Source: an optimization exercise on an open RTL-to-GDS flow (aim: small area and a short achievable clock period). Production flows keep margins and buffers that such runs may drop.
In this exercise RTL edits were held to simulation tests only and were not proved equivalent to the original.
No activity file was given, so power comes from the tool's default toggle rates.

### run.sh
#!/bin/bash
# synth_recipe.tcl (not shown) runs the flow's synth.tcl, then flattens the netlist and writes it again
# the make line also repeats each setting of config.mk as NAME=value (left out here)
make -C /OpenROAD-flow-scripts/flow DESIGN_CONFIG=/design/flow/config.mk WORK_HOME=/design/flow/orfs CLKGATE_MAP_FILE= SYNTH_SCRIPT=/design/flow/synth_recipe.tcl finish
### config.mk
export PLATFORM = sky130hd
export DESIGN_NAME = swt16_top
export DESIGN_NICKNAME = swt16_top
export VERILOG_FILES = /design/flow/design.v
export SDC_FILE = /design/flow/constraint.sdc
export NUM_CORES = 4
export LEC_CHECK = 0
export ABC_CLOCK_PERIOD_IN_PS = 4000
export CAP_MARGIN = 20
export CORE_MARGIN = 2
export CORE_UTILIZATION = 60
export SETUP_SLACK_MARGIN = 5
export SLEW_MARGIN = 20
### constraint.sdc
create_clock -name core_clock -period 10.5 [get_ports {clock}]
set_input_delay 2.1000 -clock core_clock [delete_from_list [all_inputs] [get_ports {clock}]]
set_output_delay 2.1000 -clock core_clock [all_outputs]
set_load 0.01 [all_outputs]
### design.v
module mul16lo (input [15:0] a, input [15:0] b, output [15:0] p);
    wire pp0_0 = a[0] & b[0];
    wire pp0_1 = a[1] & b[0];
    wire pp0_2 = a[2] & b[0];
    wire pp0_3 = a[3] & b[0];
    wire pp0_4 = a[4] & b[0];
    wire pp0_5 = a[5] & b[0];
    wire pp0_6 = a[6] & b[0];
    wire pp0_7 = a[7] & b[0];
    wire pp0_8 = a[8] & b[0];
    wire pp0_9 = a[9] & b[0];
    wire pp0_10 = a[10] & b[0];
    wire pp0_11 = a[11] & b[0];
    wire pp0_12 = a[12] & b[0];
    wire pp0_13 = a[13] & b[0];
    wire pp0_14 = a[14] & b[0];
    wire pp0_15 = a[15] & b[0];
    wire pp1_0 = a[0] & b[1];
    wire pp1_1 = a[1] & b[1];
    wire pp1_2 = a[2] & b[1];
    wire pp1_3 = a[3] & b[1];
    wire pp1_4 = a[4] & b[1];
    wire pp1_5 = a[5] & b[1];
    wire pp1_6 = a[6] & b[1];
    wire pp1_7 = a[7] & b[1];
    wire pp1_8 = a[8] & b[1];
    wire pp1_9 = a[9] & b[1];
    wire pp1_10 = a[10] & b[1];
    wire pp1_11 = a[11] & b[1];
    wire pp1_12 = a[12] & b[1];
    wire pp1_13 = a[13] & b[1];
    wire pp1_14 = a[14] & b[1];
    wire pp2_0 = a[0] & b[2];
    wire pp2_1 = a[1] & b[2];
    wire pp2_2 = a[2] & b[2];
    wire pp2_3 = a[3] & b[2];
    wire pp2_4 = a[4] & b[2];
    wire pp2_5 = a[5] & b[2];
    wire pp2_6 = a[6] & b[2];
    wire pp2_7 = a[7] & b[2];
    wire pp2_8 = a[8] & b[2];
    wire pp2_9 = a[9] & b[2];
    wire pp2_10 = a[10] & b[2];
    wire pp2_11 = a[11] & b[2];
    wire pp2_12 = a[12] & b[2];
    wire pp2_13 = a[13] & b[2];
    wire pp3_0 = a[0] & b[3];
    wire pp3_1 = a[1] & b[3];
    wire pp3_2 = a[2] & b[3];
    wire pp3_3 = a[3] & b[3];
    wire pp3_4 = a[4] & b[3];
    wire pp3_5 = a[5] & b[3];
    wire pp3_6 = a[6] & b[3];
    wire pp3_7 = a[7] & b[3];
    wire pp3_8 = a[8] & b[3];
    wire pp3_9 = a[9] & b[3];
    wire pp3_10 = a[10] & b[3];
    wire pp3_11 = a[11] & b[3];
    wire pp3_12 = a[12] & b[3];
    wire pp4_0 = a[0] & b[4];
    wire pp4_1 = a[1] & b[4];
    wire pp4_2 = a[2] & b[4];
    wire pp4_3 = a[3] & b[4];
    wire pp4_4 = a[4] & b[4];
    wire pp4_5 = a[5] & b[4];
    wire pp4_6 = a[6] & b[4];
    wire pp4_7 = a[7] & b[4];
    wire pp4_8 = a[8] & b[4];
    wire pp4_9 = a[9] & b[4];
    wire pp4_10 = a[10] & b[4];
    wire pp4_11 = a[11] & b[4];
    wire pp5_0 = a[0] & b[5];
    wire pp5_1 = a[1] & b[5];
    wire pp5_2 = a[2] & b[5];
    wire pp5_3 = a[3] & b[5];
    wire pp5_4 = a[4] & b[5];
    wire pp5_5 = a[5] & b[5];
    wire pp5_6 = a[6] & b[5];
    wire pp5_7 = a[7] & b[5];
    wire pp5_8 = a[8] & b[5];
    wire pp5_9 = a[9] & b[5];
    wire pp5_10 = a[10] & b[5];
    wire pp6_0 = a[0] & b[6];
    wire pp6_1 = a[1] & b[6];
    wire pp6_2 = a[2] & b[6];
    wire pp6_3 = a[3] & b[6];
    wire pp6_4 = a[4] & b[6];
    wire pp6_5 = a[5] & b[6];
    wire pp6_6 = a[6] & b[6];
    wire pp6_7 = a[7] & b[6];
    wire pp6_8 = a[8] & b[6];
    wire pp6_9 = a[9] & b[6];
    wire pp7_0 = a[0] & b[7];
    wire pp7_1 = a[1] & b[7];
    wire pp7_2 = a[2] & b[7];
    wire pp7_3 = a[3] & b[7];
    wire pp7_4 = a[4] & b[7];
    wire pp7_5 = a[5] & b[7];
    wire pp7_6 = a[6] & b[7];
    wire pp7_7 = a[7] & b[7];
    wire pp7_8 = a[8] & b[7];
    wire pp8_0 = a[0] & b[8];
    wire pp8_1 = a[1] & b[8];
    wire pp8_2 = a[2] & b[8];
    wire pp8_3 = a[3] & b[8];
    wire pp8_4 = a[4] & b[8];
    wire pp8_5 = a[5] & b[8];
    wire pp8_6 = a[6] & b[8];
    wire pp8_7 = a[7] & b[8];
    wire pp9_0 = a[0] & b[9];
    wire pp9_1 = a[1] & b[9];
    wire pp9_2 = a[2] & b[9];
    wire pp9_3 = a[3] & b[9];
    wire pp9_4 = a[4] & b[9];
    wire pp9_5 = a[5] & b[9];
    wire pp9_6 = a[6] & b[9];
    wire pp10_0 = a[0] & b[10];
    wire pp10_1 = a[1] & b[10];
    wire pp10_2 = a[2] & b[10];
    wire pp10_3 = a[3] & b[10];
    wire pp10_4 = a[4] & b[10];
    wire pp10_5 = a[5] & b[10];
    wire pp11_0 = a[0] & b[11];
    wire pp11_1 = a[1] & b[11];
    wire pp11_2 = a[2] & b[11];
    wire pp11_3 = a[3] & b[11];
    wire pp11_4 = a[4] & b[11];
    wire pp12_0 = a[0] & b[12];
    wire pp12_1 = a[1] & b[12];
    wire pp12_2 = a[2] & b[12];
    wire pp12_3 = a[3] & b[12];
    wire pp13_0 = a[0] & b[13];
    wire pp13_1 = a[1] & b[13];
    wire pp13_2 = a[2] & b[13];
    wire pp14_0 = a[0] & b[14];
    wire pp14_1 = a[1] & b[14];
    wire pp15_0 = a[0] & b[15];
    wire s1 = pp0_13 ^ pp1_12;
    wire c2 = pp0_13 & pp1_12;
    wire s3 = pp0_14 ^ pp1_13 ^ pp2_12;
    wire c4 = (pp0_14 & pp1_13) | (pp0_14 & pp2_12) | (pp1_13 & pp2_12);
    wire s5 = pp3_11 ^ pp4_10;
    wire c6 = pp3_11 & pp4_10;
    wire s7 = pp0_15 ^ pp1_14 ^ pp2_13;
    wire s9 = pp3_12 ^ pp4_11 ^ pp5_10;
    wire s11 = pp6_9 ^ pp7_8;
    wire s13 = pp0_9 ^ pp1_8;
    wire c14 = pp0_9 & pp1_8;
    wire s15 = pp0_10 ^ pp1_9 ^ pp2_8;
    wire c16 = (pp0_10 & pp1_9) | (pp0_10 & pp2_8) | (pp1_9 & pp2_8);
    wire s17 = pp3_7 ^ pp4_6;
    wire c18 = pp3_7 & pp4_6;
    wire s19 = pp0_11 ^ pp1_10 ^ pp2_9;
    wire c20 = (pp0_11 & pp1_10) | (pp0_11 & pp2_9) | (pp1_10 & pp2_9);
    wire s21 = pp3_8 ^ pp4_7 ^ pp5_6;
    wire c22 = (pp3_8 & pp4_7) | (pp3_8 & pp5_6) | (pp4_7 & pp5_6);
    wire s23 = pp6_5 ^ pp7_4;
    wire c24 = pp6_5 & pp7_4;
    wire s25 = pp0_12 ^ pp1_11 ^ pp2_10;
    wire c26 = (pp0_12 & pp1_11) | (pp0_12 & pp2_10) | (pp1_11 & pp2_10);
    wire s27 = pp3_9 ^ pp4_8 ^ pp5_7;
    wire c28 = (pp3_9 & pp4_8) | (pp3_9 & pp5_7) | (pp4_8 & pp5_7);
    wire s29 = pp6_6 ^ pp7_5 ^ pp8_4;
    wire c30 = (pp6_6 & pp7_5) | (pp6_6 & pp8_4) | (pp7_5 & pp8_4);
    wire s31 = pp9_3 ^ pp10_2;
    wire c32 = pp9_3 & pp10_2;
    wire s33 = pp2_11 ^ pp3_10 ^ pp4_9;
    wire c34 = (pp2_11 & pp3_10) | (pp2_11 & pp4_9) | (pp3_10 & pp4_9);
    wire s35 = pp5_8 ^ pp6_7 ^ pp7_6;
    wire c36 = (pp5_8 & pp6_7) | (pp5_8 & pp7_6) | (pp6_7 & pp7_6);
    wire s37 = pp8_5 ^ pp9_4 ^ pp10_3;
    wire c38 = (pp8_5 & pp9_4) | (pp8_5 & pp10_3) | (pp9_4 & pp10_3);
    wire s39 = pp11_2 ^ pp12_1 ^ pp13_0;
    wire c40 = (pp11_2 & pp12_1) | (pp11_2 & pp13_0) | (pp12_1 & pp13_0);
    wire s41 = pp5_9 ^ pp6_8 ^ pp7_7;
    wire c42 = (pp5_9 & pp6_8) | (pp5_9 & pp7_7) | (pp6_8 & pp7_7);
    wire s43 = pp8_6 ^ pp9_5 ^ pp10_4;
    wire c44 = (pp8_6 & pp9_5) | (pp8_6 & pp10_4) | (pp9_5 & pp10_4);
    wire s45 = pp11_3 ^ pp12_2 ^ pp13_1;
    wire c46 = (pp11_3 & pp12_2) | (pp11_3 & pp13_1) | (pp12_2 & pp13_1);
    wire s47 = pp14_0 ^ s3 ^ s5;
    wire c48 = (pp14_0 & s3) | (pp14_0 & s5) | (s3 & s5);
    wire s49 = pp8_7 ^ pp9_6 ^ pp10_5;
    wire s51 = pp11_4 ^ pp12_3 ^ pp13_2;
    wire s53 = pp14_1 ^ pp15_0 ^ s7;
    wire s55 = s9 ^ s11 ^ c4;
    wire s57 = pp0_6 ^ pp1_5;
    wire c58 = pp0_6 & pp1_5;
    wire s59 = pp0_7 ^ pp1_6 ^ pp2_5;
    wire c60 = (pp0_7 & pp1_6) | (pp0_7 & pp2_5) | (pp1_6 & pp2_5);
    wire s61 = pp3_4 ^ pp4_3;
    wire c62 = pp3_4 & pp4_3;
    wire s63 = pp0_8 ^ pp1_7 ^ pp2_6;
    wire c64 = (pp0_8 & pp1_7) | (pp0_8 & pp2_6) | (pp1_7 & pp2_6);
    wire s65 = pp3_5 ^ pp4_4 ^ pp5_3;
    wire c66 = (pp3_5 & pp4_4) | (pp3_5 & pp5_3) | (pp4_4 & pp5_3);
    wire s67 = pp6_2 ^ pp7_1;
    wire c68 = pp6_2 & pp7_1;
    wire s69 = pp2_7 ^ pp3_6 ^ pp4_5;
    wire c70 = (pp2_7 & pp3_6) | (pp2_7 & pp4_5) | (pp3_6 & pp4_5);
    wire s71 = pp5_4 ^ pp6_3 ^ pp7_2;
    wire c72 = (pp5_4 & pp6_3) | (pp5_4 & pp7_2) | (pp6_3 & pp7_2);
    wire s73 = pp8_1 ^ pp9_0 ^ s13;
    wire c74 = (pp8_1 & pp9_0) | (pp8_1 & s13) | (pp9_0 & s13);
    wire s75 = pp5_5 ^ pp6_4 ^ pp7_3;
    wire c76 = (pp5_5 & pp6_4) | (pp5_5 & pp7_3) | (pp6_4 & pp7_3);
    wire s77 = pp8_2 ^ pp9_1 ^ pp10_0;
    wire c78 = (pp8_2 & pp9_1) | (pp8_2 & pp10_0) | (pp9_1 & pp10_0);
    wire s79 = s15 ^ s17 ^ c14;
    wire c80 = (s15 & s17) | (s15 & c14) | (s17 & c14);
    wire s81 = pp8_3 ^ pp9_2 ^ pp10_1;
    wire c82 = (pp8_3 & pp9_2) | (pp8_3 & pp10_1) | (pp9_2 & pp10_1);
    wire s83 = pp11_0 ^ s19 ^ s21;
    wire c84 = (pp11_0 & s19) | (pp11_0 & s21) | (s19 & s21);
    wire s85 = s23 ^ c16 ^ c18;
    wire c86 = (s23 & c16) | (s23 & c18) | (c16 & c18);
    wire s87 = pp11_1 ^ pp12_0 ^ s25;
    wire c88 = (pp11_1 & pp12_0) | (pp11_1 & s25) | (pp12_0 & s25);
    wire s89 = s27 ^ s29 ^ s31;
    wire c90 = (s27 & s29) | (s27 & s31) | (s29 & s31);
    wire s91 = c20 ^ c22 ^ c24;
    wire c92 = (c20 & c22) | (c20 & c24) | (c22 & c24);
    wire s93 = s1 ^ s33 ^ s35;
    wire c94 = (s1 & s33) | (s1 & s35) | (s33 & s35);
    wire s95 = s37 ^ s39 ^ c26;
    wire c96 = (s37 & s39) | (s37 & c26) | (s39 & c26);
    wire s97 = c28 ^ c30 ^ c32;
    wire c98 = (c28 & c30) | (c28 & c32) | (c30 & c32);
    wire s99 = c2 ^ s41 ^ s43;
    wire c100 = (c2 & s41) | (c2 & s43) | (s41 & s43);
    wire s101 = s45 ^ s47 ^ c34;
    wire c102 = (s45 & s47) | (s45 & c34) | (s47 & c34);
    wire s103 = c36 ^ c38 ^ c40;
    wire c104 = (c36 & c38) | (c36 & c40) | (c38 & c40);
    wire s105 = c6 ^ s49 ^ s51;
    wire s107 = s53 ^ s55 ^ c42;
    wire s109 = c44 ^ c46 ^ c48;
    wire s111 = pp0_4 ^ pp1_3;
    wire c112 = pp0_4 & pp1_3;
    wire s113 = pp0_5 ^ pp1_4 ^ pp2_3;
    wire c114 = (pp0_5 & pp1_4) | (pp0_5 & pp2_3) | (pp1_4 & pp2_3);
    wire s115 = pp3_2 ^ pp4_1;
    wire c116 = pp3_2 & pp4_1;
    wire s117 = pp2_4 ^ pp3_3 ^ pp4_2;
    wire c118 = (pp2_4 & pp3_3) | (pp2_4 & pp4_2) | (pp3_3 & pp4_2);
    wire s119 = pp5_1 ^ pp6_0 ^ s57;
    wire c120 = (pp5_1 & pp6_0) | (pp5_1 & s57) | (pp6_0 & s57);
    wire s121 = pp5_2 ^ pp6_1 ^ pp7_0;
    wire c122 = (pp5_2 & pp6_1) | (pp5_2 & pp7_0) | (pp6_1 & pp7_0);
    wire s123 = s59 ^ s61 ^ c58;
    wire c124 = (s59 & s61) | (s59 & c58) | (s61 & c58);
    wire s125 = pp8_0 ^ s63 ^ s65;
    wire c126 = (pp8_0 & s63) | (pp8_0 & s65) | (s63 & s65);
    wire s127 = s67 ^ c60 ^ c62;
    wire c128 = (s67 & c60) | (s67 & c62) | (c60 & c62);
    wire s129 = s69 ^ s71 ^ s73;
    wire c130 = (s69 & s71) | (s69 & s73) | (s71 & s73);
    wire s131 = c64 ^ c66 ^ c68;
    wire c132 = (c64 & c66) | (c64 & c68) | (c66 & c68);
    wire s133 = s75 ^ s77 ^ s79;
    wire c134 = (s75 & s77) | (s75 & s79) | (s77 & s79);
    wire s135 = c70 ^ c72 ^ c74;
    wire c136 = (c70 & c72) | (c70 & c74) | (c72 & c74);
    wire s137 = s81 ^ s83 ^ s85;
    wire c138 = (s81 & s83) | (s81 & s85) | (s83 & s85);
    wire s139 = c76 ^ c78 ^ c80;
    wire c140 = (c76 & c78) | (c76 & c80) | (c78 & c80);
    wire s141 = s87 ^ s89 ^ s91;
    wire c142 = (s87 & s89) | (s87 & s91) | (s89 & s91);
    wire s143 = c82 ^ c84 ^ c86;
    wire c144 = (c82 & c84) | (c82 & c86) | (c84 & c86);
    wire s145 = s93 ^ s95 ^ s97;
    wire c146 = (s93 & s95) | (s93 & s97) | (s95 & s97);
    wire s147 = c88 ^ c90 ^ c92;
    wire c148 = (c88 & c90) | (c88 & c92) | (c90 & c92);
    wire s149 = s99 ^ s101 ^ s103;
    wire c150 = (s99 & s101) | (s99 & s103) | (s101 & s103);
    wire s151 = c94 ^ c96 ^ c98;
    wire c152 = (c94 & c96) | (c94 & c98) | (c96 & c98);
    wire s153 = s105 ^ s107 ^ s109;
    wire s155 = c100 ^ c102 ^ c104;
    wire s157 = pp0_3 ^ pp1_2;
    wire c158 = pp0_3 & pp1_2;
    wire s159 = pp2_2 ^ pp3_1 ^ pp4_0;
    wire c160 = (pp2_2 & pp3_1) | (pp2_2 & pp4_0) | (pp3_1 & pp4_0);
    wire s161 = pp5_0 ^ s113 ^ s115;
    wire c162 = (pp5_0 & s113) | (pp5_0 & s115) | (s113 & s115);
    wire s163 = s117 ^ s119 ^ c114;
    wire c164 = (s117 & s119) | (s117 & c114) | (s119 & c114);
    wire s165 = s121 ^ s123 ^ c118;
    wire c166 = (s121 & s123) | (s121 & c118) | (s123 & c118);
    wire s167 = s125 ^ s127 ^ c122;
    wire c168 = (s125 & s127) | (s125 & c122) | (s127 & c122);
    wire s169 = s129 ^ s131 ^ c126;
    wire c170 = (s129 & s131) | (s129 & c126) | (s131 & c126);
    wire s171 = s133 ^ s135 ^ c130;
    wire c172 = (s133 & s135) | (s133 & c130) | (s135 & c130);
    wire s173 = s137 ^ s139 ^ c134;
    wire c174 = (s137 & s139) | (s137 & c134) | (s139 & c134);
    wire s175 = s141 ^ s143 ^ c138;
    wire c176 = (s141 & s143) | (s141 & c138) | (s143 & c138);
    wire s177 = s145 ^ s147 ^ c142;
    wire c178 = (s145 & s147) | (s145 & c142) | (s147 & c142);
    wire s179 = s149 ^ s151 ^ c146;
    wire c180 = (s149 & s151) | (s149 & c146) | (s151 & c146);
    wire s181 = s153 ^ s155 ^ c150;
    wire s183 = pp0_2 ^ pp1_1;
    wire c184 = pp0_2 & pp1_1;
    wire s185 = pp2_1 ^ pp3_0 ^ s157;
    wire c186 = (pp2_1 & pp3_0) | (pp2_1 & s157) | (pp3_0 & s157);
    wire s187 = s111 ^ s159 ^ c158;
    wire c188 = (s111 & s159) | (s111 & c158) | (s159 & c158);
    wire s189 = c112 ^ s161 ^ c160;
    wire c190 = (c112 & s161) | (c112 & c160) | (s161 & c160);
    wire s191 = c116 ^ s163 ^ c162;
    wire c192 = (c116 & s163) | (c116 & c162) | (s163 & c162);
    wire s193 = c120 ^ s165 ^ c164;
    wire c194 = (c120 & s165) | (c120 & c164) | (s165 & c164);
    wire s195 = c124 ^ s167 ^ c166;
    wire c196 = (c124 & s167) | (c124 & c166) | (s167 & c166);
    wire s197 = c128 ^ s169 ^ c168;
    wire c198 = (c128 & s169) | (c128 & c168) | (s169 & c168);
    wire s199 = c132 ^ s171 ^ c170;
    wire c200 = (c132 & s171) | (c132 & c170) | (s171 & c170);
    wire s201 = c136 ^ s173 ^ c172;
    wire c202 = (c136 & s173) | (c136 & c172) | (s173 & c172);
    wire s203 = c140 ^ s175 ^ c174;
    wire c204 = (c140 & s175) | (c140 & c174) | (s175 & c174);
    wire s205 = c144 ^ s177 ^ c176;
    wire c206 = (c144 & s177) | (c144 & c176) | (s177 & c176);
    wire s207 = c148 ^ s179 ^ c178;
    wire c208 = (c148 & s179) | (c148 & c178) | (s179 & c178);
    wire s209 = c152 ^ s181 ^ c180;
    wire [15:0] r0 = {s209, s207, s205, s203, s201, s199, s197, s195, s193, s191, s189, s187, s185, pp2_0, pp0_1, pp0_0};
    wire [15:0] r1 = {c208, c206, c204, c202, c200, c198, c196, c194, c192, c190, c188, c186, c184, s183, pp1_0, 1'b0};
    assign p = r0 + r1;
endmodule
module swt16_top (
    input             clock,
    input             reset,
    output     [11:0] out_pmem_addr,
    input      [15:0] in_pmem_word,
    output     [11:0] out_dmem_rd_addr,
    input      [15:0] in_dmem_rd_word,
    output     [11:0] out_dmem_wr_addr,
    output     [15:0] out_dmem_wr_word,
    output            out_dmem_write_en,
    output            out_nop_in_WB
);
    reg [11:0] f_pc;         
    reg        f_bub;        
    reg [15:0] f_iw;         
    reg        f_stl;        
    reg [15:0] d_iw;         
    reg [11:0] d_pc;         
    reg        d_cyc;        
    reg        d_flush;
    reg        d_bub;
    reg [3:0]  d_rs2;        
    reg        d_u1, d_u2;   
    reg        p_e1, p_e2;   
    reg        p_z1, p_z2;   
    reg        p_m1, p_m2;   
    reg [15:0] e_a, e_b, e_c;
    reg        e_add, e_neg, e_mul, e_sll, e_srl, e_sra, e_and, e_or, e_xor;
    reg        e_beq, e_bgt, e_blt, e_br1, e_jmp;
    reg        e_ldw, e_ldbs, e_ldbu, e_stw, e_stb, e_wr, e_vex, e_vmem;
    reg [3:0]  e_rd;
    reg        e_flush, e_nop, e_c0;
    reg [15:0] m_res;
    reg [3:0]  m_rd;
    reg        m_wr, m_vmem, m_ldw, m_ldbs, m_ldbu, m_a0, m_nop;
    wire [255:0] rf_flat;
    wire [15:0]  rf_vld;
    wire [15:0] b_eff = e_b ^ {16{e_neg}};
    wire [15:0] sum   = e_a + b_eff + {15'd0, e_neg};
    wire        sum_z = (sum == 16'd0);
    wire [11:0] addr  = e_a[11:0] + e_b[11:0];
    wire        sum_n = sum[15];
    wire c0 = (e_beq & sum_z) | (e_bgt & ~sum_n & ~sum_z) | (e_blt & sum_n);
    wire set_pc   = ~e_flush & (e_jmp | (e_br1 & e_c0));
    wire flush_dx = set_pc;
    wire flush_if = set_pc | (~e_flush & c0);
    wire [15:0] prod;
    mul16lo u_mul (.a(e_a), .b(e_b), .p(prod));
    function [15:0] rev16(input [15:0] x);
        integer k;
        for (k = 0; k < 16; k = k + 1) rev16[k] = x[15-k];
    endfunction
    wire        sh_fill = e_sra & e_a[15];
    wire [15:0] sh_x    = e_sll ? rev16(e_a) : e_a;
    wire        sh_big  = |e_b[15:4];
    wire [31:0] sh_w    = {{16{sh_fill}}, sh_x} >> e_b[3:0];
    wire [15:0] sh_y    = sh_big ? {16{sh_fill}} : sh_w[15:0];
    wire [15:0] sh_res  = e_sll ? rev16(sh_y) : sh_y;
    wire s_add = e_add & ~e_flush & ~e_jmp;
    wire s_mul = e_mul & ~e_flush;
    wire s_shf = (e_sll | e_srl | e_sra) & ~e_flush;
    wire s_and = e_and & ~e_flush;
    wire s_or  = e_or  & ~e_flush;
    wire s_xor = e_xor & ~e_flush;
    wire [15:0] e_rest = ({16{s_add}} & sum)
                      | ({16{s_shf}} & sh_res)
                      | ({16{s_and}} & (e_a & e_b))
                      | ({16{s_or}}  & (e_a | e_b))
                      | ({16{s_xor}} & (e_a ^ e_b))
                      | ({16{e_jmp}} & e_c);
    wire [15:0] e_res = ({16{s_mul}} & prod) | e_rest;
    wire        e_ld  = e_ldw | e_ldbs | e_ldbu;
    wire        e_st  = e_stw | e_stb;
    wire [3:0]  e_rdx = e_flush ? 4'd0 : e_rd;
    assign out_dmem_rd_addr  = (~e_flush & e_ld) ? addr : 12'd0;
    assign out_dmem_wr_addr  = (~e_flush & e_st) ? addr : 12'd0;
    assign out_dmem_wr_word  = e_st ? e_c : 16'd0;
    assign out_dmem_write_en = e_stw & ~e_flush;
    wire        m_ld = m_ldw | m_ldbs | m_ldbu;
    wire [15:0] m_ldval = m_ldw ? in_dmem_rd_word
                        : {{8{m_ldbs & in_dmem_rd_word[7]}},
                           (m_a0 ? in_dmem_rd_word[15:8] : in_dmem_rd_word[7:0])};
    wire [15:0] m_out = m_ld ? m_ldval : m_res;
    assign out_nop_in_WB = m_nop;
    wire [3:0] opc  = d_iw[3:0];
    wire [3:0] f_rd = d_iw[7:4];
    wire [3:0] rs1  = d_iw[11:8];
    wire [3:0] f_hi = d_iw[15:12];
    wire       isU  = (opc == 4'b0001);
    wire       isJ  = (opc == 4'b0010);
    wire       isS  = (opc == 4'b0011);
    wire       isR  = (opc >= 4'b0110) && (opc <= 4'b1110);
    wire [3:0] rs2  = d_rs2;
    reg  [15:0] rf1, rf2;
    reg         rv1, rv2;
    integer k;
    always @(*) begin
        rf1 = 16'd0; rf2 = 16'd0;
        for (k = 1; k < 16; k = k + 1) begin
            rf1 = rf1 | ({16{rs1 == k}} & rf_flat[k*16 +: 16]);
            rf2 = rf2 | ({16{rs2 == k}} & rf_flat[k*16 +: 16]);
        end
        rv1 = |(rf_vld & (16'd1 << rs1));
        rv2 = |(rf_vld & (16'd1 << rs2));
    end
    wire eq1E = e_flush ? p_z1 : p_e1;
    wire eq2E = e_flush ? p_z2 : p_e2;
    wire hitE1 = eq1E & e_vex;
    wire hitE2 = eq2E & e_vex;
    wire hitM1 = p_m1 & m_vmem;
    wire hitM2 = p_m2 & m_vmem;
    wire [15:0] s1 = hitE1 ? e_res : hitM1 ? m_out : rv1 ? rf1 : 16'd0;
    wire [15:0] s2 = hitE2 ? e_res : hitM2 ? m_out : rv2 ? rf2 : 16'd0;
    wire stall1 = eq1E & ~e_vex & ~p_m1 & m_vmem & ~d_cyc & d_u1;
    wire stall2 = eq2E & ~e_vex & ~p_m2 & m_vmem & ~d_cyc & d_u2;
    wire stall  = stall1 | stall2;
    wire kill   = d_flush | stall;
    wire c1 = d_cyc;
    wire u_jal  = isU & (d_iw[11:8] == 4'b0000);
    wire u_inc  = isU & (d_iw[11:8] == 4'b0001);
    wire u_incl = isU & (d_iw[11:8] == 4'b0010);
    wire u_li   = isU & (d_iw[11:8] == 4'b0011);
    wire u_lil  = isU & (d_iw[11:8] == 4'b0100);
    wire u_apci = isU & (d_iw[11:8] == 4'b0101);
    wire s_br   = isS & (d_iw[7:6] == 2'b00);
    wire s_beq  = isS & (d_iw[7:4] == 4'b0000);
    wire s_bne  = isS & (d_iw[7:4] == 4'b0001);
    wire s_bge  = isS & (d_iw[7:4] == 4'b0010);
    wire s_blt  = isS & (d_iw[7:4] == 4'b0011);
    wire s_sth  = isS & (d_iw[7:4] == 4'b0100);
    wire s_sho  = isS & (d_iw[7:4] == 4'b0101);
    wire s_sb   = isS & (d_iw[7:4] == 4'b0110);
    wire s_sbo  = isS & (d_iw[7:4] == 4'b0111);
    wire j_jalr = isJ & (f_hi == 4'b0001);
    wire j_lh   = isJ & (f_hi == 4'b0010);
    wire j_lho  = isJ & (f_hi == 4'b0011);
    wire j_apc  = isJ & (f_hi == 4'b0100);
    wire j_lb   = isJ & (f_hi == 4'b0101);
    wire j_lbo  = isJ & (f_hi == 4'b0110);
    wire j_lbu  = isJ & (f_hi == 4'b0111);
    wire j_lbuo = isJ & (f_hi == 4'b1000);
    wire r_add  = (opc == 4'b0110);
    wire r_sub  = (opc == 4'b0111);
    wire r_mul  = (opc == 4'b1000);
    wire r_sll  = (opc == 4'b1001);
    wire r_srl  = (opc == 4'b1010);
    wire r_sra  = (opc == 4'b1011);
    wire r_and  = (opc == 4'b1100);
    wire r_or   = (opc == 4'b1101);
    wire r_xor  = (opc == 4'b1110);
    wire two    = u_jal | u_inc | u_li | u_apci | s_br | s_sho | s_sbo | j_lho | j_lbo | j_lbuo;
    wire cyc_next = ~kill & ~c1 & two;
    wire o_jal  = u_jal  & c1;
    wire o_inc  = u_inc  & c1;
    wire o_li   = u_li   & c1;
    wire o_apci = u_apci & c1;
    wire o_br0  = s_br   & ~c1;
    wire o_br1  = s_br   & c1;
    wire o_sho  = s_sho  & c1;
    wire o_sbo  = s_sbo  & c1;
    wire o_lho  = j_lho  & c1;
    wire o_lbo  = j_lbo  & c1;
    wire o_lbuo = j_lbuo & c1;
    wire o_ldw  = j_lh | o_lho;
    wire o_ldbs = j_lb | o_lbo;
    wire o_ldbu = j_lbu | o_lbuo;
    wire o_ld   = o_ldw | o_ldbs | o_ldbu;
    wire o_stw  = s_sth | o_sho;
    wire o_stb  = s_sb | o_sbo;
    wire o_jmp  = o_jal | j_jalr;
    wire o_rop  = r_add | r_sub | r_mul | r_sll | r_srl | r_sra | r_and | r_or | r_xor;
    wire o_addu = o_inc | u_incl | o_li | u_lil | o_apci | j_apc;     
    wire o_add  = o_addu | r_add | r_sub | o_br0 | o_br1 | o_stw | o_stb | o_jmp | o_ld;
    wire o_wr   = o_addu | o_rop | o_jmp | o_ld;
    wire o_vex  = o_addu | o_rop;
    wire o_vmem = o_addu | o_rop | o_ld;
    wire a_s1   = o_br0 | o_lho | o_lbo | o_lbuo | j_apc | o_rop;
    wire a_imm  = o_inc | o_br1 | o_sho | o_sbo;
    wire a_immA = u_incl;
    wire a_pc   = o_apci;
    wire b_s2   = o_inc | u_incl | o_br0 | o_stw | o_stb | o_rop;
    wire b_imm  = o_jal | o_li | o_apci | o_lho | o_lbo | o_lbuo;
    wire b_s1   = j_jalr | j_lh | j_lb | j_lbu;
    wire b_immA = u_lil;
    wire b_pc   = o_br1 | j_apc;
    wire c_s1   = o_stw | o_stb;
    wire [3:0]  immA = d_iw[15:12];
    wire [15:0] d_imm = f_bub ? 16'd0 : f_iw;
    wire [11:0] link = c1 ? f_pc : d_pc + 12'd2;
    wire [15:0] s1e = hitM1 ? m_out : rv1 ? rf1 : 16'd0;    
    wire [15:0] s2e = hitM2 ? m_out : rv2 ? rf2 : 16'd0;
    wire ka_1x = ~kill & a_s1 & hitE1;
    wire kb_2x = ~kill & b_s2 & hitE2;
    wire kb_1x = ~kill & b_s1 & hitE1;
    wire kc_1x = ~kill & c_s1 & hitE1;
    wire ka_e  = ka_1x;
    wire kb_e  = kb_2x | kb_1x;
    wire kc_e  = kc_1x;
    wire [15:0] a_early = {16{~kill}} & (({16{a_s1 & ~hitE1}} & s1e)
                     | ({16{a_imm}}  & d_imm)
                     | ({16{a_immA}} & {{12{immA[3]}}, immA})
                     | ({16{a_pc}}   & {4'd0, d_pc}));
    wire [15:0] b_early = {16{~kill}} & (({16{b_s2 & ~hitE2}} & s2e)
                     | ({16{b_imm}}  & d_imm)
                     | ({16{b_s1 & ~hitE1}} & s1e)
                     | ({16{b_immA}} & {12'd0, immA})
                     | ({16{b_pc}}   & {4'd0, d_pc}));
    wire [15:0] c_early = {16{~kill}} & (({16{c_s1 & ~hitE1}} & s1e)
                     | ({16{o_jmp}}  & {4'd0, link}));
    wire [15:0] a_nx = ({16{ka_e & s_mul}} & prod) | ({16{ka_e}} & e_rest) | a_early;
    wire [15:0] b_nx = ({16{kb_e & s_mul}} & prod) | ({16{kb_e}} & e_rest) | b_early;
    wire [15:0] c_nx = ({16{kc_e & s_mul}} & prod) | ({16{kc_e}} & e_rest) | c_early;
    wire [11:0] pc_next = stall ? f_pc : set_pc ? addr : f_pc + 12'd2;
    assign out_pmem_addr = pc_next;
    wire [15:0] f_out   = flush_if ? 16'd0 : stall ? f_iw : in_pmem_word;
    wire [15:0] iw_n   = cyc_next ? d_iw : f_out;
    wire [3:0]  rs1_n  = iw_n[11:8];
    wire        isU_n  = (iw_n[3:0] == 4'b0001);
    wire        isR_n  = (iw_n[3:0] >= 4'b0110) && (iw_n[3:0] <= 4'b1110);
    wire        isSR_n = (iw_n[3:0] == 4'b0011) | isR_n;
    wire [3:0]  rs2_n  = isU_n ? iw_n[7:4] : iw_n[15:12];
    always @(posedge clock or posedge reset) begin
        if (reset) begin
            f_pc    <= 12'hFFE;
            f_bub   <= 1'b0;
            f_iw    <= 16'd0;
            f_stl   <= 1'b0;
            d_iw    <= 16'd0;
            d_pc    <= 12'd0;
            d_cyc   <= 1'b0;
            d_flush <= 1'b0;
            d_bub   <= 1'b0;
            d_rs2   <= 4'd0;
            d_u1    <= 1'b0;
            d_u2    <= 1'b0;
            p_e1    <= 1'b1;
            p_e2    <= 1'b1;
            p_z1    <= 1'b1;
            p_z2    <= 1'b1;
            p_m1    <= 1'b1;
            p_m2    <= 1'b1;
        end else begin
            f_pc    <= pc_next;
            f_bub   <= flush_if;
            f_iw    <= in_pmem_word;
            f_stl   <= stall;
            d_iw    <= iw_n;
            d_rs2   <= rs2_n;
            d_u1    <= isSR_n | (iw_n[3:0] == 4'b0010);
            d_u2    <= isSR_n;
            p_e1    <= (rs1_n == f_rd);
            p_e2    <= (rs2_n == f_rd);
            p_z1    <= (rs1_n == 4'd0);
            p_z2    <= (rs2_n == 4'd0);
            p_m1    <= (rs1_n == e_rdx);
            p_m2    <= (rs2_n == e_rdx);
            d_pc    <= (cyc_next | (stall & ~f_stl)) ? d_pc : f_pc;
            d_cyc   <= cyc_next;
            d_flush <= flush_dx;
            d_bub   <= f_bub;
        end
    end
    always @(posedge clock or posedge reset) begin
        if (reset) begin
            e_a <= 16'd0; e_b <= 16'd0; e_c <= 16'd0;
            e_add <= 1'b0; e_neg <= 1'b0; e_mul <= 1'b0; e_sll <= 1'b0; e_srl <= 1'b0;
            e_sra <= 1'b0; e_and <= 1'b0; e_or <= 1'b0; e_xor <= 1'b0;
            e_beq <= 1'b0; e_bgt <= 1'b0; e_blt <= 1'b0; e_br1 <= 1'b0; e_jmp <= 1'b0;
            e_ldw <= 1'b0; e_ldbs <= 1'b0; e_ldbu <= 1'b0; e_stw <= 1'b0; e_stb <= 1'b0;
            e_wr <= 1'b0; e_vex <= 1'b0; e_vmem <= 1'b0;
            e_rd <= 4'd0;
            e_flush <= 1'b0; e_nop <= 1'b1; e_c0 <= 1'b0;
        end else begin
            e_a    <= a_nx;
            e_b    <= b_nx;
            e_c    <= c_nx;
            e_add  <= ~kill & o_add;
            e_neg  <= ~kill & (r_sub | o_br0);
            e_mul  <= ~kill & r_mul;
            e_sll  <= ~kill & r_sll;
            e_srl  <= ~kill & r_srl;
            e_sra  <= ~kill & r_sra;
            e_and  <= ~kill & r_and;
            e_or   <= ~kill & r_or;
            e_xor  <= ~kill & r_xor;
            e_beq  <= ~kill & o_br0 & (s_beq | s_bge);
            e_bgt  <= ~kill & o_br0 & (s_bne | s_bge);
            e_blt  <= ~kill & o_br0 & (s_bne | s_blt);
            e_br1  <= ~kill & o_br1;
            e_jmp  <= ~kill & o_jmp;
            e_ldw  <= ~kill & o_ldw;
            e_ldbs <= ~kill & o_ldbs;
            e_ldbu <= ~kill & o_ldbu;
            e_stw  <= ~kill & o_stw;
            e_stb  <= ~kill & o_stb;
            e_wr   <= ~kill & o_wr;
            e_vex  <= ~kill & o_vex;
            e_vmem <= ~kill & o_vmem;
            e_rd   <= f_rd;
            e_flush <= flush_dx;
            e_nop  <= (d_iw == 16'd0) & ~stall & ~d_flush & ~d_bub & ~d_cyc;
            e_c0   <= ~e_flush & c0;
        end
    end
    always @(posedge clock or posedge reset) begin
        if (reset) begin
            m_res <= 16'd0; m_rd <= 4'd0;
            m_wr <= 1'b0; m_vmem <= 1'b0; m_ldw <= 1'b0; m_ldbs <= 1'b0; m_ldbu <= 1'b0;
            m_a0 <= 1'b0; m_nop <= 1'b1;
        end else begin
            m_res  <= e_res;
            m_rd   <= e_rdx;
            m_wr   <= e_wr & ~e_flush;
            m_vmem <= e_vmem;
            m_ldw  <= e_ldw  & ~e_flush;
            m_ldbs <= e_ldbs & ~e_flush;
            m_ldbu <= e_ldbu & ~e_flush;
            m_a0   <= addr[0];
            m_nop  <= e_nop & ~e_flush;
        end
    end
    assign rf_flat[15:0] = 16'd0;
    assign rf_vld[0] = 1'b0;
    genvar g;
    generate
        for (g = 1; g < 16; g = g + 1) begin : regs
            reg [15:0] q;
            reg        v;
            always @(posedge clock) begin
                if (m_wr && m_rd == g)
                    q <= m_out;
            end
            always @(posedge clock or posedge reset) begin
                if (reset)
                    v <= 1'b0;
                else if (m_wr && m_rd == g)
                    v <= 1'b1;
            end
            assign rf_flat[g*16 +: 16] = q;
            assign rf_vld[g] = v;
        end
    endgenerate
endmodule
==> results.yml, run 1 <==
place:
  gp_congestion: 0.9886
  hpwl_mm: 67.22
  placed_cells: 3193
  port_buffers: 87
clock_tree:
  cts_root_buf: "clkbuf_16"
  clk_pin_slew_ps: 70
  cts_tree: "yes"
  clk_latency_ps: 600
  cts_buffer_depth: 3
  cts_buffers: 46
  cts_sinks: 431
  htree_levels: 2
  cts_hold_buf: 0
global_route:
  grt_first_pass_wirelength_mm: 150.1
  grt_pass1_vias: 23500
  grt_max_degree: 174
  antenna_found_initial: 1
  grt_usage_pct: 43.98
  grt_overflow: 0
floorplan:
  io_pins: 88
  num_rows: 77
  core_area_sq_um: 44030
  die_h_um: 214.9
  start_util_pct: 60.60
  die_x_um: 214.9
  dieArea_sq_um: 46170
sta:
  rsz0062_at_grt: "yes"
  setup-tns-final_ps: 0
  skew_ps: 15.39
  period_needed_ps: 5629
  finalCritPeriodShare_pct: 53.61
  fmaxAchievable_mhz: 177.6
  final-setup-viol-count: 0
  slew_headroom_pct: 25.24
  slew_violations: 0
  tightest_slew_ps: 1115
  finalHoldViolCount: 0
cells_and_area:
  layout-drive-gt1-share_pct: 17.29
  layout.nets: 2908
  layout_common_cells: "nor2_1 (258), edfxtp_1 (240), nand2_1 (177)"
  regArea_sq_um: 12040
  fillers: 3254
  antenna_cells: 0
  fin_cells: 3345
  multiInputGateArea_sq_um: 14060
  layout_commonest_cell: "nor2_1"
  synthToLayoutAreaGrowth_pct: 16.87
yosys:
  synth_cell_type_count: 93
  synth_edf_count: 240
  yosysTopAreaCell: "edfxtp_1"
  synth.avg_cell_area_sq_um: 10.31
  syn_nets: 2782
  synthTopCellsByArea: "edfxtp_1 (27%), dfrtp_1 (16%), fa_1 (6.1%)"
  async_reset_ff_share_pct: 44.32
  yosys_warnings: 1
  synthFlopType: "edfxtp_1"
  seq_area_frac_synth_pct: 45.02
  yosysTopAreaCellShare_pct: 27.01
  synth-seq-cells: 431
  synth_cells: 2589
  synth.cell_area_sq_um: 26680
power_and_ir_drop:
  vdd_drop_max_mv: 0.2356
  seq_power_share_pct: 31.7
  p_per_area_nw_per_um2: 268.3
  swShare_pct: 44.71
  leakagePower_nw: 12.20
  p_switching_mw: 3.741
  totalPowerFinal_mw: 8.367
  p_int_mw: 4.625
  combPwrFrac_pct: 47.5
  pwr-share-clk_pct: 20.8
setup_path:
  criticalPathCategory: "flop to output port"
  worstSetupStartpoint: "e_b[1]$_DFF_PP0_"
  critPathSlowestCell: "dfrtp_4"
  worstPathMaxFanout: 3
  cpPeakStageDelay_ps: 530
  cpMostUsedCell: "a21oi_2"
  cp_data_required_time_ps: 8400
  end_kind: "output port"
  path_cells: "clkinv_4, buf_12, ha_4, a21o_1, a21oi_2, o21ai_2, a21oi_2, o21ai_2, a21oi_2, nand2b_4, a21boi_4, o41ai_2, xor2_1, buf_4, o31ai_4, buf_2"
  cp.arrival_ps: 3530
  worst_setup_path_start_kind: "flop"
  timing.rr.start: "e_a[11]$_DFF_PP0_"
run_status:
  status: "finished clean"
hold_path:
  min_path_type: "flop to flop"
  min_from: "e_vmem$_DFF_PP0_"
routing:
  drc: 0
  antenna_left: 0
  drt_iter0_drc: 4737
  dr.pass1.iters: 9
  vias: 24414
  vias_per_cell: 7.299
  wl_per_cell_um: 30.67
  routed_wl_mm: 102.6
flow_run:
  drv_cap: 0
## final timing paths
path                       slack, ps  cells past startpoint            endpoint
setup / recovery                4870                     16   out_pmem_addr[11]
hold / removal                   360                      0    m_vmem$_DFF_PP0_
setup reg to reg                5000                     19   e_b[15]$_DFF_PP0_
hold reg to reg                  360                      0    m_vmem$_DFF_PP0_
max in group asynchronous       7270                      3    e_a[5]$_DFF_PP0_
min in group asynchronous       1900                      2  m_res[2]$_DFF_PP0_
## synthesized netlist by cell type (35+ instances only)
cell type    n
mux2i_1     40
clkbuf_1   123
o22ai_1     46
a221oi_1    47
xor2_1      42
a22o_1      40
nor3_1      42
nand2b_1    39
nor2b_1     35
xnor2_1     43
o21ai_0     98
fa_1        81
inv_1      150
nand3_1     70
edfxtp_1   240
nor2_1     280
dfrtp_1    172
ha_1        78
a22oi_1    155
nand2_1    182
a21oi_1    133
a222oi_1    47
## stage by stage
stage	worst slack (ps)	area [sq um]	utilization [%]	hold slack [ps]
floorplan	5009	26690	-	331.2
global placement	4146	28350	64.39	334.9
detailed placement	4105	28360	64.40	337.8
CTS	4785	30610	69.52	358.9
global route	4752	31180	70.82	368.1
finish	4871	31180	70.82	359.3
## timing repair
| item | CTS | global route |
|---|---|---|
| pin swaps | 17 | 37 |
| resized for setup | 122 | 81 |
| cloned | 4 | 0 |
| setup endpoints to repair | 60 | 48 |
| buffers inserted | 31 | 31 |
## critical path: cells and delay by family (launching register included)
family          cells  cell delay (ps)
xor+xnor            1              150
fa+ha+maj           1              190
simple gates        1              160
flops               1              530
compound gates      9             1380
buf+inv             4              530
## routing by layer
| metal | vias to the layer above | wire length, um | part of all wire (%) | track usage [%] |
|---|---|---|---|---|
| met5 | - | 13 | 0.013 | 0 |
| met4 | 2 | 6646 | 6.5 | 21.64 |
| met3 | 529 | 15980 | 16 | 14.01 |
| met2 | 2218 | 43160 | 42 | 64.05 |
| met1 | 11771 | 36790 | 36 | 59.73 |
| li1 | 9894 | - | - | - |
## state kept, by name, indices dropped and copies added (netlist names), 15 cells and up
| name | cells |
|---|---|
| m_res | 16 |
| f_iw | 16 |
| e_b | 16 |
| regs.q | 240 |
| e_c | 16 |
| d_iw | 16 |
| regs.v | 15 |
| e_a | 16 |
## cell type report
cell class,count,share of cell area (%)
clock buffer,63,4.334
clock inverter,23,0.8948
inverter,159,2.103
multi-input combinational,1854,45.08
sequential,431,38.61
tap,592,2.375
timing repair buffer,222,6.585
timing repair inverter,1,0.02408
## logic make-up after synthesis
group	Yosys count	share of synthesized area (%)
AOI/OAI and AO/OA	733	19.79
xor gates and xnor gates	86	2.851
adders and majority gates	159	9.736
buffers and inverters	304	4.413
DFF	431	45.02
muxes	88	4.267
and+or+nand+nor	788	13.93
## power by group through the flow
stage / clock network (mW) / registers, mW / logic, mW
2_1_floorplan: 0 / 2.43 / 2.41
3_3_place_gp: 0 / 2.65 / 3.53
3_5_place_dp: 0 / 2.66 / 3.58
4_1_cts: 1.74 / 2.63 / 3.71
5_1_grt: 1.81 / 2.68 / 4.15
6_report: 1.74 / 2.65 / 3.98
==> run 2, diff against run 1 <==
==> flow/run.sh (new file) <==
#!/bin/bash
# Standard ORFS flow with two layout changes: port buffers use the smallest
# buffer cell (the resizer upsizes where needed), and clock tree synthesis
# adds no dummy loads.
set -uo pipefail
export BUFFER_PORTS_ARGS="-buffer_cell sky130_fd_sc_hd__buf_1"
export CTS_ARGS="-sink_clustering_enable -repair_clock_nets -dont_use_dummy_load -buf_list sky130_fd_sc_hd__clkbuf_8"
bash standard.sh synth > synth.log 2>&1 || exit 1
bash standard.sh finish > layout.log 2>&1 || exit 1
==> standard.sh (new file) <==
#!/bin/bash
# synth_recipe.tcl (not shown) runs the flow's synth.tcl, then flattens the netlist and writes it again
# the make line also repeats each setting of config.mk as NAME=value (left out here)
make -C /OpenROAD-flow-scripts/flow DESIGN_CONFIG=/design/flow/config.mk WORK_HOME=/design/flow/orfs CLKGATE_MAP_FILE= SYNTH_SCRIPT=/design/flow/synth_recipe.tcl "${@:-finish}"
removed: run.sh
==> run 2 against run 1 <==
Net effect:
- still clean
- global-route usage is 0.60 points higher
- die area stayed put
- sequential share of layout area is 1.8 points higher
- via count is 0.88% lower
- sequential power hardly changed
- clock power is about 30% lower
- register-to-register slack better by 20 ps
- highest routed layer is now met4
==> results.yml, run 2 <==
sta:
  slew_headroom_pct: 26.73
  finalCritPeriodShare_pct: 52.94
  setup-tns-final_ps: 0
  final-setup-viol-count: 0
  holdWs_ps: 350.1
  fmaxAchievable_mhz: 179.9
  rsz0062_at_grt: "yes"
  period_needed_ps: 5558
  tightest_slew_ps: 1099
  worst_slack_ps: 4942
  skew_ps: 76.87
  slew_violations: 0
  finalHoldViolCount: 0
floorplan:
  start_util_pct: 60.60
  die_x_um: 214.9
  io_pins: 88
  die_h_um: 214.9
  dieArea_sq_um: 46170
  core_area_sq_um: 44030
  num_rows: 77
clock_tree:
  htree_levels: 3
  cts_sinks: 431
  clk_latency_ps: 660
  cts_root_buf: "clkbuf_8"
  cts_tree: "yes"
  cts_buffers: 72
  clk_pin_slew_ps: 60
  cts_buffer_depth: 3
setup_path:
  r2r_end: "e_a[15]$_DFF_PP0_"
  timing.rr.start: "e_b[1]$_DFF_PP0_"
  worstPathMaxFanout: 4
  cp.arrival_ps: 3460
  worstSetupStartpoint: "e_b[1]$_DFF_PP0_"
  endpoint: "out_pmem_addr[7]"
  end_kind: "output port"
  worst_setup_path_start_kind: "flop"
  criticalPathCategory: "flop to output port"
  r2r_setup_slack_ps: 5020
  cp_data_required_time_ps: 8400
  reg2regPathDepth: 20
global_route:
  grt_first_pass_wirelength_mm: 150.6
  grt_overflow: 0
  grt_usage_pct: 44.58
  grt_max_degree: 177
  grt_pass1_vias: 22760
  antenna_found_initial: 4
routing:
  drt_iter0_drc: 4488
  drc: 0
  wl_per_cell_um: 31.12
  vias: 24198
  routed_wl_mm: 103.9
  antenna_left: 0
  dr.pass1.iters: 10
  vias_per_cell: 7.251
cells_and_area:
  fillers: 3470
  layout-drive-gt1-share_pct: 15.99
  layout.nets: 2934
  fin_cells: 3337
  synthToLayoutAreaGrowth_pct: 11.72
  top_register: "regs.q"
  largest_reg_flops: 240
  layout_commonest_cell: "nor2_1"
  layout_common_cells: "nor2_1 (262), edfxtp_1 (240), nand2_1 (180)"
place:
  placed_cells: 3191
  gp_congestion: 0.9715
  port_buffers: 87
  place_ws_ps: 4483
  hpwl_mm: 67.97
power_and_ir_drop:
  totalPowerFinal_mw: 7.807
  leakagePower_nw: 11.59
  p_per_area_nw_per_um2: 261.9
  vdd_drop_max_mv: 0.2777
yosys:
  synthFlopType: "edfxtp_1"
  synth_cell_type_count: 93
  yosysTopAreaCell: "edfxtp_1"
  synthXorXnorAreaFrac_pct: 2.851
  synth_compound_area_share_pct: 19.79
  yosys-top-cells-count: "nor2_1 (280), edfxtp_1 (240), nand2_1 (182), dfrtp_1 (172), a22oi_1 (155)"
  yosysTopAreaCellShare_pct: 27.01
  synth_edf_count: 240
  synth.avg_cell_area_sq_um: 10.31
  synthTopCellsByArea: "edfxtp_1 (27%), dfrtp_1 (16%), fa_1 (6.1%)"
  async_reset_ff_share_pct: 44.32
  synth_adder_area_share_pct: 9.736
  syn_nets: 2782
  synth-seq-cells: 431
  synth_cells: 2589
  seq_area_frac_synth_pct: 45.02
  synth_simple_gate_area_share_pct: 13.93
  yosys_warnings: 1
  synth.cell_area_sq_um: 26680
  synth_most_common_cell: "nor2_1"
  synth_top_family_by_area: "compound AO/OA/AOI/OAI gates"
  synthMuxAreaShare_pct: 4.267
hold_path:
  min_path_type: "flop to flop"
  min_path_cells: 0
  min_from: "e_vmem$_DFF_PP0_"
flow_run:
  drv_cap: 0
run_status:
  status: "finished clean"
## run 2: cell types whose count changed in the layout (fill, tap and decap cells not counted), sizes merged, moves of 4 or more
cell | previous run | this run
dlymetal6s2s | 4 | 0
clkbuf | 64 | 76
buf | 137 | 216
bufinv | 5 | 0
clkdlybuf4s50 | 72 | 0
clkinv | 16 | 6
clkinvlp | 14 | 9
diode | 0 | 6
## run 2: logic make-up after synthesis
group                    after synthesis
AND/OR/NAND/NOR                      788
AO/OA/AOI/OAI                        733
flip-flops                           431
buffers and inverters                304
adder cells (fa/ha/maj)              159
multiplexers                          88
XOR/XNOR                              86
## run 2: area by class of cell
type	count	area, sq um	area share [%]
timing repair buffer	222	1536	5.155
sequential	431	12040	40.41
inverter	159	660.6	2.216
clock buffer	72	991.0	3.325
timing repair inverter	1	5.005	0.01679
tap	592	740.7	2.485
antenna	6	15.01	0.05037
multi-input combinational	1854	13810	46.35
## run 2: worst max-delay path, cell delays in order (launching register included)
cell and delay [ps]:
dfrtp_4 550, inv_8 100, ha_4 190, a21o_1 160, a21oi_2 160, o21ai_1 110, a21oi_2 200, o21ai_2 80
a21oi_2 170, buf_4 140, buf_6 90, buf_6 80, buf_6 100, xor2_4 220, o22ai_2 110, a22o_1 230
buf_2 140
## run 2: worst min-delay path by stage
stage / end / slack [ps]
final: m_vmem$_DFF_PP0_ / 350
after floorplan: m_vmem$_DFF_PP0_ / 330
after global placement: m_vmem$_DFF_PP0_ / 330
after CTS: m_vmem$_DFF_PP0_ / 350
after detailed placement: m_vmem$_DFF_PP0_ / 330
after global routing: m_vmem$_DFF_PP0_ / 360
## run 2: per-layer routing
| metal | wire [um] | global-route usage [%] | vias to the layer above |
|---|---|---|---|
| li1 | - | - | 9910 |
| met1 | 37480 | 61.22 | 11694 |
| met2 | 44290 | 63.80 | 2143 |
| met3 | 15950 | 14.71 | 451 |
| met4 | 6126 | 21.67 | 0 |
| met5 | 0 | 0.6250 | - |
## run 2: where the power goes
part           switching [mW]  total [mW]  internal (mW)  leakage (nW)
logic                    2.63        3.92           1.29          6.48
clock network           0.614        1.22          0.603         0.518
registers               0.420        2.67           2.25          4.59
## run 2: what timing repair did
item                       4_1_cts  5_1_grt
buffers inserted                33       29
setup endpoints to repair       51       33
hold buffers                     0        0
gates cloned                     3        2
pin swaps                       14       32
resized for setup               73       53
## run 2: stage by stage
step / util (%) / instance area (sq um)
2_1_floorplan: - / 26690
3_3_place_gp: 63.16 / 27810
3_5_place_dp: 63.16 / 27810
4_1_cts: 66.66 / 29350
5_1_grt: 67.68 / 29800
6_report: 67.70 / 29810
==> run 3, diff against run 2 <==
--- a/design.v
+++ b/design.v
@@ -376,5 +376,4 @@
     wire [15:0] sum   = e_a + b_eff + {15'd0, e_neg};
     wire        sum_z = (sum == 16'd0);
-    wire [11:0] addr  = e_a[11:0] + e_b[11:0];
     wire        sum_n = sum[15];
     wire c0 = (e_beq & sum_z) | (e_bgt & ~sum_n & ~sum_z) | (e_blt & sum_n);
@@ -400,5 +399,6 @@
     wire s_or  = e_or  & ~e_flush;
     wire s_xor = e_xor & ~e_flush;
-    wire [15:0] e_rest = ({16{s_add}} & sum)
+    wire [15:0] e_res = ({16{s_add}} & sum)
+                      | ({16{s_mul}} & prod)
                       | ({16{s_shf}} & sh_res)
                       | ({16{s_and}} & (e_a & e_b))
@@ -406,10 +406,9 @@
                       | ({16{s_xor}} & (e_a ^ e_b))
                       | ({16{e_jmp}} & e_c);
-    wire [15:0] e_res = ({16{s_mul}} & prod) | e_rest;
     wire        e_ld  = e_ldw | e_ldbs | e_ldbu;
     wire        e_st  = e_stw | e_stb;
     wire [3:0]  e_rdx = e_flush ? 4'd0 : e_rd;
-    assign out_dmem_rd_addr  = (~e_flush & e_ld) ? addr : 12'd0;
-    assign out_dmem_wr_addr  = (~e_flush & e_st) ? addr : 12'd0;
+    assign out_dmem_rd_addr  = (~e_flush & e_ld) ? sum[11:0] : 12'd0;
+    assign out_dmem_wr_addr  = (~e_flush & e_st) ? sum[11:0] : 12'd0;
     assign out_dmem_wr_word  = e_st ? e_c : 16'd0;
     assign out_dmem_write_en = e_stw & ~e_flush;
@@ -525,28 +524,16 @@
     wire [15:0] d_imm = f_bub ? 16'd0 : f_iw;
     wire [11:0] link = c1 ? f_pc : d_pc + 12'd2;
-    wire [15:0] s1e = hitM1 ? m_out : rv1 ? rf1 : 16'd0;    
-    wire [15:0] s2e = hitM2 ? m_out : rv2 ? rf2 : 16'd0;
-    wire ka_1x = ~kill & a_s1 & hitE1;
-    wire kb_2x = ~kill & b_s2 & hitE2;
-    wire kb_1x = ~kill & b_s1 & hitE1;
-    wire kc_1x = ~kill & c_s1 & hitE1;
-    wire ka_e  = ka_1x;
-    wire kb_e  = kb_2x | kb_1x;
-    wire kc_e  = kc_1x;
-    wire [15:0] a_early = {16{~kill}} & (({16{a_s1 & ~hitE1}} & s1e)
+    wire [15:0] a_nx = ({16{a_s1}}   & s1)
                      | ({16{a_imm}}  & d_imm)
                      | ({16{a_immA}} & {{12{immA[3]}}, immA})
-                     | ({16{a_pc}}   & {4'd0, d_pc}));
-    wire [15:0] b_early = {16{~kill}} & (({16{b_s2 & ~hitE2}} & s2e)
+                     | ({16{a_pc}}   & {4'd0, d_pc});
+    wire [15:0] b_nx = ({16{b_s2}}   & s2)
                      | ({16{b_imm}}  & d_imm)
-                     | ({16{b_s1 & ~hitE1}} & s1e)
+                     | ({16{b_s1}}   & s1)
                      | ({16{b_immA}} & {12'd0, immA})
-                     | ({16{b_pc}}   & {4'd0, d_pc}));
-    wire [15:0] c_early = {16{~kill}} & (({16{c_s1 & ~hitE1}} & s1e)
-                     | ({16{o_jmp}}  & {4'd0, link}));
-    wire [15:0] a_nx = ({16{ka_e & s_mul}} & prod) | ({16{ka_e}} & e_rest) | a_early;
-    wire [15:0] b_nx = ({16{kb_e & s_mul}} & prod) | ({16{kb_e}} & e_rest) | b_early;
-    wire [15:0] c_nx = ({16{kc_e & s_mul}} & prod) | ({16{kc_e}} & e_rest) | c_early;
-    wire [11:0] pc_next = stall ? f_pc : set_pc ? addr : f_pc + 12'd2;
+                     | ({16{b_pc}}   & {4'd0, d_pc});
+    wire [15:0] c_nx = ({16{c_s1}}   & s1)
+                     | ({16{o_jmp}}  & {4'd0, link});
+    wire [11:0] pc_next = stall ? f_pc : set_pc ? sum[11:0] : f_pc + 12'd2;
     assign out_pmem_addr = pc_next;
     wire [15:0] f_out   = flush_if ? 16'd0 : stall ? f_iw : in_pmem_word;
@@ -561,36 +548,14 @@
             f_pc    <= 12'hFFE;
             f_bub   <= 1'b0;
-            f_iw    <= 16'd0;
             f_stl   <= 1'b0;
             d_iw    <= 16'd0;
-            d_pc    <= 12'd0;
             d_cyc   <= 1'b0;
             d_flush <= 1'b0;
             d_bub   <= 1'b0;
-            d_rs2   <= 4'd0;
-            d_u1    <= 1'b0;
-            d_u2    <= 1'b0;
-            p_e1    <= 1'b1;
-            p_e2    <= 1'b1;
-            p_z1    <= 1'b1;
-            p_z2    <= 1'b1;
-            p_m1    <= 1'b1;
-            p_m2    <= 1'b1;
         end else begin
             f_pc    <= pc_next;
             f_bub   <= flush_if;
-            f_iw    <= in_pmem_word;
             f_stl   <= stall;
             d_iw    <= iw_n;
-            d_rs2   <= rs2_n;
-            d_u1    <= isSR_n | (iw_n[3:0] == 4'b0010);
-            d_u2    <= isSR_n;
-            p_e1    <= (rs1_n == f_rd);
-            p_e2    <= (rs2_n == f_rd);
-            p_z1    <= (rs1_n == 4'd0);
-            p_z2    <= (rs2_n == 4'd0);
-            p_m1    <= (rs1_n == e_rdx);
-            p_m2    <= (rs2_n == e_rdx);
-            d_pc    <= (cyc_next | (stall & ~f_stl)) ? d_pc : f_pc;
             d_cyc   <= cyc_next;
             d_flush <= flush_dx;
@@ -600,5 +565,4 @@
     always @(posedge clock or posedge reset) begin
         if (reset) begin
-            e_a <= 16'd0; e_b <= 16'd0; e_c <= 16'd0;
             e_add <= 1'b0; e_neg <= 1'b0; e_mul <= 1'b0; e_sll <= 1'b0; e_srl <= 1'b0;
             e_sra <= 1'b0; e_and <= 1'b0; e_or <= 1'b0; e_xor <= 1'b0;
@@ -606,10 +570,6 @@
             e_ldw <= 1'b0; e_ldbs <= 1'b0; e_ldbu <= 1'b0; e_stw <= 1'b0; e_stb <= 1'b0;
             e_wr <= 1'b0; e_vex <= 1'b0; e_vmem <= 1'b0;
-            e_rd <= 4'd0;
             e_flush <= 1'b0; e_nop <= 1'b1; e_c0 <= 1'b0;
         end else begin
-            e_a    <= a_nx;
-            e_b    <= b_nx;
-            e_c    <= c_nx;
             e_add  <= ~kill & o_add;
             e_neg  <= ~kill & (r_sub | o_br0);
@@ -634,5 +594,4 @@
             e_vex  <= ~kill & o_vex;
             e_vmem <= ~kill & o_vmem;
-            e_rd   <= f_rd;
             e_flush <= flush_dx;
             e_nop  <= (d_iw == 16'd0) & ~stall & ~d_flush & ~d_bub & ~d_cyc;
@@ -642,10 +601,7 @@
     always @(posedge clock or posedge reset) begin
         if (reset) begin
-            m_res <= 16'd0; m_rd <= 4'd0;
             m_wr <= 1'b0; m_vmem <= 1'b0; m_ldw <= 1'b0; m_ldbs <= 1'b0; m_ldbu <= 1'b0;
-            m_a0 <= 1'b0; m_nop <= 1'b1;
+            m_nop <= 1'b1;
         end else begin
-            m_res  <= e_res;
-            m_rd   <= e_rdx;
             m_wr   <= e_wr & ~e_flush;
             m_vmem <= e_vmem;
@@ -653,8 +609,27 @@
             m_ldbs <= e_ldbs & ~e_flush;
             m_ldbu <= e_ldbu & ~e_flush;
-            m_a0   <= addr[0];
             m_nop  <= e_nop & ~e_flush;
         end
     end
+    always @(posedge clock) begin
+        f_iw   <= in_pmem_word;
+        d_rs2   <= rs2_n;
+        d_u1    <= isSR_n | (iw_n[3:0] == 4'b0010);
+        d_u2    <= isSR_n;
+        p_e1    <= (rs1_n == f_rd);
+        p_e2    <= (rs2_n == f_rd);
+        p_z1    <= (rs1_n == 4'd0);
+        p_z2    <= (rs2_n == 4'd0);
+        p_m1    <= (rs1_n == e_rdx);
+        p_m2    <= (rs2_n == e_rdx);
+        d_pc    <= (cyc_next | (stall & ~f_stl)) ? d_pc : f_pc;
+        e_a    <= a_nx;
+        e_b    <= b_nx;
+        e_c    <= c_nx;
+        e_rd   <= f_rd;
+        m_res  <= e_res;
+        m_rd   <= e_rdx;
+        m_a0   <= sum[0];
+    end
     assign rf_flat[15:0] = 16'd0;
     assign rf_vld[0] = 1'b0;
--- a/flow/run.sh
+++ b/flow/run.sh
@@ -5,5 +5,5 @@
 set -uo pipefail
 export BUFFER_PORTS_ARGS="-buffer_cell sky130_fd_sc_hd__buf_1"
-export CTS_ARGS="-sink_clustering_enable -repair_clock_nets -dont_use_dummy_load -buf_list sky130_fd_sc_hd__clkbuf_8"
+export CTS_ARGS="-sink_clustering_enable -repair_clock_nets -dont_use_dummy_load -buf_list sky130_fd_sc_hd__clkbuf_4"
 bash standard.sh synth > synth.log 2>&1 || exit 1
 bash standard.sh finish > layout.log 2>&1 || exit 1
==> run 3 against run 2 <==
Net effect:
- combinational power is 2% higher
- synthesized cell count is 4.5% lower
- critical path depth is 2 lower
- register-to-register slack better by 60 ps
- die area is 5.2% lower
- power is 0.42% lower
- count of clock-buffer cells in the layout is 35 higher
- maximum frequency is 3.9% lower
- global-route usage is 1.4 points lower
- first-iteration DRC count is 14% lower
- critical path type unchanged
- largest cell class unchanged
==> results.yml, run 3 <==
run_status:
  status: "finished clean"
setup_path:
  worst_setup_path_start_kind: "flop"
  cpPeakStageDelay_ps: 530
  cpMostUsedCell: "a21oi_2"
  cp_data_required_time_ps: 8400
  path_cells: "buf_6, buf_4, xor2_1, ha_2, buf_4, or2_2, o22ai_1, a21oi_2, a21o_1, a21oi_2, xnor2_2, o22ai_1, a21oi_2, buf_2"
  end_kind: "output port"
  r2r_setup_slack_ps: 5080
  critPathSlowestCell: "dfrtp_4"
  worstPathMaxFanout: 7
yosys:
  yosysTopAreaCell: "edfxtp_1"
  synthFlopType: "edfxtp_1"
  synth.avg_cell_area_sq_um: 10.21
  yosys_warnings: 1
  synthTopCellsByArea: "edfxtp_1 (30%), dfxtp_1 (8.0%), dfrtp_1 (6.4%)"
  yosysTopAreaCellShare_pct: 29.96
  seq_area_frac_synth_pct: 45.75
  synth-seq-cells: 431
  async_reset_ff_share_pct: 18.10
  synth_cells: 2473
global_route:
  grt_usage_pct: 43.16
  antenna_found_initial: 5
  grt_max_degree: 79
  grt_pass1_vias: 21888
  grt_first_pass_wirelength_mm: 138.5
place:
  port_buffers: 87
  gp_congestion: 1.007
  placed_cells: 3007
  hpwl_mm: 63.35
clock_tree:
  cts_buffers: 107
  clk_pin_slew_ps: 60
  cts_sinks: 431
  clk_latency_ps: 890
  cts_tree: "yes"
  cts_root_buf: "clkbuf_4"
  htree_levels: 3
sta:
  finalCritPeriodShare_pct: 55.07
  rsz0062_at_grt: "yes"
  skew_ps: 148.9
  slew_headroom_pct: 24.65
  period_needed_ps: 5782
  slew_violations: 0
  final-setup-viol-count: 0
  finalHoldViolCount: 0
  worst_slack_ps: 4718
floorplan:
  core_area_sq_um: 41760
  dieArea_sq_um: 43760
  start_util_pct: 60.49
  die_h_um: 209.2
  num_rows: 75
  io_pins: 88
routing:
  vias: 22989
  antenna_left: 0
  drc: 0
  dr.pass1.iters: 10
  wl_per_cell_um: 30.08
  routed_wl_mm: 95.83
cells_and_area:
  layout-drive-gt1-share_pct: 17.17
  layout.nets: 2835
  largest_reg_flops: 240
  layout_common_cells: "edfxtp_1 (252), nor2_1 (221), nand2_1 (199)"
  fin_cells: 3186
  fin_util_pct: 68.00
  top_register: "regs.q"
  synthToLayoutAreaGrowth_pct: 12.42
  fillers: 3331
  layout_commonest_cell: "edfxtp_1"
power_and_ir_drop:
  p_per_area_nw_per_um2: 273.8
  totalPowerFinal_mw: 7.774
  vdd_drop_max_mv: 0.1565
  leakagePower_nw: 10.61
[run 3: cell count changes after synthesis, sizes merged, moves of 13 or more]
cell	before	now
dfrtp	172	65
nand2	183	203
a22oi	156	169
nor2	281	239
o22ai	46	28
dfxtp	0	101
clkbuf	123	142
o221ai	2	32
mux2	30	9
a21oi	134	103
nand2b	39	24
mux2i	41	28
[run 3: path summary, 6_finish.rpt]
check                      cells after the start        startpoint                     end
max                                           14   e_neg$_DFF_PP0_       out_pmem_addr[10]
min                                            0  e_vmem$_DFF_PP0_        m_vmem$_DFF_PP0_
max reg2reg                                   15   e_neg$_DFF_PP0_            d_u2$_DFF_P_
min reg2reg                                    0  e_vmem$_DFF_PP0_        m_vmem$_DFF_PP0_
max in group asynchronous                      4             reset      f_pc[11]$_DFF_PP1_
min in group asynchronous                      3             reset  regs[12].v$_DFFE_PP0P_
[run 3: final cells by class]
type	count	area [sq um]	area share, %
multi-input cells	1728	13130	46.23
flip-flops and latches	431	11610	40.88
repair buffers	222	1554	5.472
clock buffers	107	803.3	2.829
well taps	539	674.4	2.375
inverters	155	615.6	2.168
diodes	3	7.507	0.02644
repair inverters	1	5.005	0.01762
[run 3: through the flow]
stage	cell area (sq um)	hold slack, ps
floorplan	25270	331.2
global placement	26270	337.4
finish	28400	358.5
CTS	27550	361.0
global route	28390	372.6
detailed placement	26270	349.0
[run 3: cell families after synthesis]
kind of cell             count (synthesis)  share of synthesized area, %
AND/OR/NAND/NOR                        724                         13.25
AO/OA/AOI/OAI                          707                         20.23
flip-flops                             431                         45.75
buffers and inverters                  314                         4.731
adder cells (fa/ha/maj)                155                         10.06
XOR/XNOR                                91                         3.185
multiplexers                            51                         2.789
[run 3: critical path, delay by kind of cell, from the launching register on]
kind                     cells  cell delay, ps
buffers and inverters        4             610
AO/OA/AOI/OAI                6             950
flip-flops                   1             530
XOR/XNOR                     2             300
AND/OR/NAND/NOR              1             290
adder cells (fa/ha/maj)      1             220
[run 3: power by group]
part | switching, mW | internal, mW | total, mW
Clock | 0.594 | 0.458 | 1.05
Combinational | 2.64 | 1.35 | 3.99
Sequential | 0.445 | 2.29 | 2.73
Total | 3.67 | 4.10 | 7.77
[run 3: timing repair]
| action | CTS | global route |
|---|---|---|
| gates cloned | 3 | 1 |
| resized for setup | 75 | 105 |
| setup endpoints to repair | 62 | 47 |
| buffers inserted | 18 | 45 |
| pin swaps | 14 | 42 |
| hold buffers | 0 | 0 |
[run 3: routing by layer]
| layer | global-route usage, % | routed length (um) |
|---|---|---|
| met5 | 0 | 23 |
| met4 | 28.08 | 7404 |
| met3 | 11.53 | 12840 |
| met2 | 66.64 | 42200 |
| met1 | 53.93 | 33360 |

-- afterwards: timing with drivers on the ports --
The flow's constraints put no driver on any port. The routed layouts listed below were extracted and timed again, unchanged, in two steps. Step 1: set_driving_cell puts a clkbuf_16 on clock and a buf_2 on each other input, an assumption about the parent block. Step 2 times the ports against the registers' clock, not the clock port: input delays grow and output delays shrink by t, the midpoint of the rising clock arrivals with the driver on. Three values: ideal ports, drivers, drivers and shift; two values: the first two.
run | t (ns) | setup slack, ns
run 1 | 0.655 | 4.871 / 4.812 / 4.851
run 2 | 0.680 | 4.942 / 4.882 / 5.023
run 3 | 0.867 | 4.718 / 4.665 / 5.076
After both steps every run listed still meets setup and hold.
